This is an optimization exercise on Yosys and OpenROAD, whose aim is small area, not a production implementation.
Where RTL was checked, it was by simulation tests only, not by an equivalence proof against the original.
Power is estimated from default activity; no workload was simulated.

## HR_estimator
module HR_estimator #(
        parameter CLK_FREQ = 200,
        parameter NUM_PEAKS = 4
)(
    input  wire        clk,
    input  wire        rst,
    input  wire        sample_en,
    input  signed [7:0] Xin,
    output wire [31:0] bpm
);
Size in the first run: ~43 I/O pins, roughly 32000 um2 of cells after synthesis.
clock: 650.0 ns
lec_check: 0
cap_margin: 20
core_margin: 2
core_utilization: 75
cts_buf_list: sky130_fd_sc_hd__clkbuf_8
cts_cluster_diameter: 50
cts_cluster_size: 20
place_density: 0.9
slew_margin: 20
standard.sh (not shown) runs the stock make flow with config.mk's settings and CLKGATE_MAP_FILE= SYNTH_SCRIPT=/design/flow/synth_recipe.tcl, a recipe that flattens the netlist after the stock synthesis.
==> flow/flow/run.sh <==
#!/bin/bash
# The standard layout (standard.sh, which runs the ORFS flow unchanged),
# with two settings passed through the environment:
#  - the clock tree is built without dummy loads (CTS -dont_use_dummy_load);
#  - ports are buffered with the smallest buffer.
# Each tool's full output goes to standard_run.log in this folder.
set -euo pipefail
export CTS_ARGS="-sink_clustering_enable -repair_clock_nets -dont_use_dummy_load -sink_clustering_size 20 -sink_clustering_max_diameter 50 -buf_list sky130_fd_sc_hd__clkbuf_8"
export BUFFER_PORTS_ARGS="-buffer_cell sky130_fd_sc_hd__buf_1"
bash standard.sh > standard_run.log 2>&1
Edit:
--- a/flow/flow/run.sh
+++ b/flow/flow/run.sh
@@ -8 +8 @@
-export CTS_ARGS="-sink_clustering_enable -repair_clock_nets -dont_use_dummy_load -sink_clustering_size 20 -sink_clustering_max_diameter 50 -buf_list sky130_fd_sc_hd__clkbuf_8"
+export CTS_ARGS="-sink_clustering_enable -repair_clock_nets -dont_use_dummy_load -sink_clustering_size 18 -sink_clustering_max_diameter 45 -buf_list sky130_fd_sc_hd__clkbuf_8"
CTS_CLUSTER_DIAMETER = 45   (was 50)
CTS_CLUSTER_SIZE = 18   (was 20)
Outcome: Area after synthesis does not change; worst setup slack hardly moves; wire length rises by roughly a tenth; combinational power rises by a few percent.
Edit:
--- a/flow/flow/run.sh
+++ b/flow/flow/run.sh
@@ -8 +8 @@
-export CTS_ARGS="-sink_clustering_enable -repair_clock_nets -dont_use_dummy_load -sink_clustering_size 18 -sink_clustering_max_diameter 45 -buf_list sky130_fd_sc_hd__clkbuf_8"
+export CTS_ARGS="-sink_clustering_enable -repair_clock_nets -dont_use_dummy_load -sink_clustering_size 20 -sink_clustering_max_diameter 50 -buf_list sky130_fd_sc_hd__clkbuf_8"
CORE_UTILIZATION = 45   (was 75)
CTS_CLUSTER_DIAMETER = 50   (was 45)
CTS_CLUSTER_SIZE = 20   (was 18)
PLACE_DENSITY = 0.6   (was 0.9)
=>
- The changed run finished clean
- via count fell by a few percent
- hold slack got worse by 0.0050 ns
- sequential power went down slightly
- first-iteration DRC count went down by well over a third
- worst setup slack is better by 0.048 ns
- total power goes down by a few percent
- utilization went down by 31 points
- register-to-register slack improved by 0.08 ns
- sequential share of layout area came out lower by 0.94 points
- combinational power fell by a little under a tenth
- fmax barely changes
No run of this note included a check of the RTL's function; only the layout flow was run.

## v6
Another version of the RTL of HR_estimator (not shown whole).
Size in the first run: about 2,400 cells after synthesis, roughly 1,100 flip-flops, roughly 43 I/O pins, about 32,000 sq um of cells after synthesis.
## HR_estimator
module HR_estimator #(
        parameter CLK_FREQ = 200,
        parameter NUM_PEAKS = 4
)(
    input  wire        clk,
    input  wire        rst,
    input  wire        sample_en,
    input  signed [7:0] Xin,
    output wire [31:0] bpm
);
==> flow/config.mk <==
export PLATFORM = sky130hd
export DESIGN_NAME = HR_estimator
export DESIGN_NICKNAME = HR_estimator
export VERILOG_FILES = /design/flow/design.v
export SDC_FILE = /design/flow/constraint.sdc
export NUM_CORES = 8
export LEC_CHECK = 0
export CAP_MARGIN = 20
export CORE_MARGIN = 2
export CORE_UTILIZATION = 45
export CTS_BUF_LIST = sky130_fd_sc_hd__clkbuf_8
export CTS_CLUSTER_DIAMETER = 50
export CTS_CLUSTER_SIZE = 20
export PLACE_DENSITY = 0.6
export SLEW_MARGIN = 20
==> flow/constraint.sdc <==
create_clock -name core_clock -period 650.0 [get_ports {clk}]
set_input_delay 130.0000 -clock core_clock [delete_from_list [all_inputs] [get_ports {clk}]]
set_output_delay 130.0000 -clock core_clock [all_outputs]
set_load 0.01 [all_outputs]
==> flow/flow/run.sh <==
#!/bin/bash
# The standard layout (standard.sh, which runs the ORFS flow unchanged),
# with two settings passed through the environment:
#  - the clock tree is built without dummy loads (CTS -dont_use_dummy_load);
#  - ports are buffered with the smallest buffer.
# Each tool's full output goes to standard_run.log in this folder.
set -euo pipefail
export CTS_ARGS="-sink_clustering_enable -repair_clock_nets -dont_use_dummy_load -sink_clustering_size 20 -sink_clustering_max_diameter 50 -buf_list sky130_fd_sc_hd__clkbuf_8"
export BUFFER_PORTS_ARGS="-buffer_cell sky130_fd_sc_hd__buf_1"
bash standard.sh > standard_run.log 2>&1
Here is what was changed in the inputs of v7 compared with v6.
==> flow/flow/run.sh <==
#!/bin/bash
# The standard layout (standard.sh, which runs the ORFS flow unchanged),
# with two settings passed through the environment:
#  - the clock tree is built without dummy loads (CTS -dont_use_dummy_load);
#  - ports are buffered with the smallest buffer.
# Each tool's full output goes to standard_run.log in this folder.
set -euo pipefail
export CTS_ARGS="-sink_clustering_enable -repair_clock_nets -dont_use_dummy_load -sink_clustering_size 30 -sink_clustering_max_diameter 30 -buf_list {sky130_fd_sc_hd__clkbuf_16}"
export BUFFER_PORTS_ARGS="-buffer_cell sky130_fd_sc_hd__buf_1"
bash standard.sh > standard_run.log 2>&1
## What came out
[compare] base=v6 new=v7: flip-flop and latch power shows no meaningful change, via count went up 425, global-route wire length before repair has increased, sequential share of layout area lost 4.9 points. Worst-case headroom to the max-slew limit across v6 and v7: no real change. Re hold-critical path depth: no difference whatsoever between v7 and v6.
No functional check of the RTL was part of any run of this note.

HR_estimator with an RTL version that a note above also has.
Size in the first run: ~1100 flip-flops, roughly 43 I/O pins, about 32000 um^2 of cells after synthesis.
Settings: LEC_CHECK=0, CAP_MARGIN=0, CORE_MARGIN=2, CORE_UTILIZATION=45, CTS_BUF_LIST=sky130_fd_sc_hd__clkbuf_8, CTS_CLUSTER_DIAMETER=50, CTS_CLUSTER_SIZE=20, PLACE_DENSITY=0.6, SLEW_MARGIN=0; clock period 650.0 ns.
==> flow/flow/run.sh <==
#!/bin/bash
# The standard layout (standard.sh, which runs the ORFS flow unchanged),
# with two settings passed through the environment:
#  - the clock tree is built without dummy loads (CTS -dont_use_dummy_load);
#  - ports are buffered with the smallest buffer.
# Each tool's full output goes to standard_run.log in this folder.
set -euo pipefail
export CTS_ARGS="-sink_clustering_enable -repair_clock_nets -dont_use_dummy_load -sink_clustering_size 20 -sink_clustering_max_diameter 50 -buf_list sky130_fd_sc_hd__clkbuf_8"
export BUFFER_PORTS_ARGS="-buffer_cell sky130_fd_sc_hd__buf_1"
bash standard.sh > standard_run.log 2>&1
==> next run, changes <==
CAP_MARGIN = 20   (was 0)
CORE_UTILIZATION = 60   (was 45)
PLACE_DENSITY = 0.75   (was 0.6)
SLEW_MARGIN = 20   (was 0)
Result:
- The new run finished with timing, DRC and antenna clean
- wire length rises by 1.7%
- total power barely changes
- via count rises by 0.49%
- register-to-register slack loses 0.39 ns
- setup slack gains 0.039 ns
- global-route usage rises by 4.7 points
- first-iteration DRC count rises by 3.1%
- core utilization rises by 15 points
- count of clock-buffer cells in the layout falls by 4
- combinational power stays flat
- worst hold slack loses 0.059 ns
No run of this note included a check of the RTL's function; only the layout flow was run.

Setup of the reference run:
HR_estimator, a different RTL version from the one above (not shown whole).
Size in the first run: about 1100 flip-flops, roughly 32000 µm² of cells after synthesis.
clock: 650.0 ns
lec_check: 0
cap_margin: 20
core_margin: 2
core_utilization: 60
cts_buf_list: sky130_fd_sc_hd__clkbuf_8
cts_cluster_diameter: 50
cts_cluster_size: 20
place_density: 0.75
slew_margin: 20
==> flow/flow/run.sh <==
#!/bin/bash
# The standard layout (standard.sh, which runs the ORFS flow unchanged),
# with two settings passed through the environment:
#  - the clock tree is built without dummy loads (CTS -dont_use_dummy_load);
#  - ports are buffered with the smallest buffer.
# Each tool's full output goes to standard_run.log in this folder.
set -euo pipefail
export CTS_ARGS="-sink_clustering_enable -repair_clock_nets -dont_use_dummy_load -sink_clustering_size 20 -sink_clustering_max_diameter 50 -buf_list sky130_fd_sc_hd__clkbuf_8"
export BUFFER_PORTS_ARGS="-buffer_cell sky130_fd_sc_hd__buf_1"
export SKIP_REPAIR_TIE_FANOUT=1
bash standard.sh > standard_run.log 2>&1
For the trial run, these inputs were changed with respect to the reference run:
--- a/flow/flow/run.sh
+++ b/flow/flow/run.sh
@@ -6,6 +6,5 @@
 # Each tool's full output goes to standard_run.log in this folder.
 set -euo pipefail
-export CTS_ARGS="-sink_clustering_enable -repair_clock_nets -dont_use_dummy_load -sink_clustering_size 20 -sink_clustering_max_diameter 50 -buf_list sky130_fd_sc_hd__clkbuf_8"
+export CTS_ARGS="-sink_clustering_enable -repair_clock_nets -dont_use_dummy_load -sink_clustering_size 17 -sink_clustering_max_diameter 60 -buf_list sky130_fd_sc_hd__clkbuf_8"
 export BUFFER_PORTS_ARGS="-buffer_cell sky130_fd_sc_hd__buf_1"
-export SKIP_REPAIR_TIE_FANOUT=1
 bash standard.sh > standard_run.log 2>&1
### Flow results
Comparing final critical delay including setup and external delays for the trial run and the reference run, the smaller number came from the trial run.
Setup slack after layout ended up 0.038 ns higher on the trial run than on the reference run.
Between the reference run and the trial run, the flow reports clock-buffer cell count increasing by a few percent.
The trial run vs the reference run: first-iteration detailed-routing DRC count up
The higher largest net degree at the start of global routing came out of the reference run.
The switching portion of total power on the reference run is in line with that on the trial run.
Diff the reference run -> the trial run: power grew by about 0.33%, layout multi-input combinational cell count now sits higher, final cell count moved up.

-- port drivers added, routing unchanged --
No port has a modelled driver above. Below, the same layouts with a new extraction and two added sets of constraints. Step 1 sets driving cells, clkbuf_16 on the clock port and buf_2 on the other inputs (assumed; they add their load-dependent delay and slew). Step 2 adds t to the input delays and takes it off the output delays; t is the mean of the earliest and latest rising clock arrival at the registers after step 1. Input paths then give back, and output paths get back, about the clock's delay inside the block. a / b / c = ideal ports / drivers / drivers and shift; a / b = the first two.
run | t, ns | setup slack, ns | clock arrival spread, ns | worst slew at a driven data input, ns
the first run of note 1 | 0.684 | 517.550 / 517.577 / 516.893 | 0.094 / 0.094 | 0.03
the second run of note 1 | 0.691 | 517.552 / 517.576 / 516.885 | 0.078 / 0.078 | 0.03
the third run of note 1 | 0.715 | 517.600 / 517.630 / 516.915 | 0.130 / 0.130 | 0.03
v6 | 0.719 | 517.803 / 517.840 / 517.121 | 0.141 / 0.142 | 0.03
v7 | 0.722 | 517.821 / 517.858 / 517.136 | 0.133 / 0.134 | 0.03
the first run of note 3 | 0.714 | 517.597 / 517.628 / 516.914 | 0.129 / 0.129 | 0.03
the second run of note 3 | 0.700 | 517.636 / 517.606 / 516.907 | 0.113 / 0.113 | 0.09
the reference run | 0.692 | 517.329 / 517.362 / 516.670 | 0.090 / 0.090 | 0.16
the trial run | 0.691 | 517.367 / 517.398 / 516.707 | 0.096 / 0.096 | 0.14
After both steps every run listed still meets setup and hold. For the second run of note 3, which loses most, drivers alone change the setup slack by -0.030 ns; drivers and shift together by -0.729 ns.
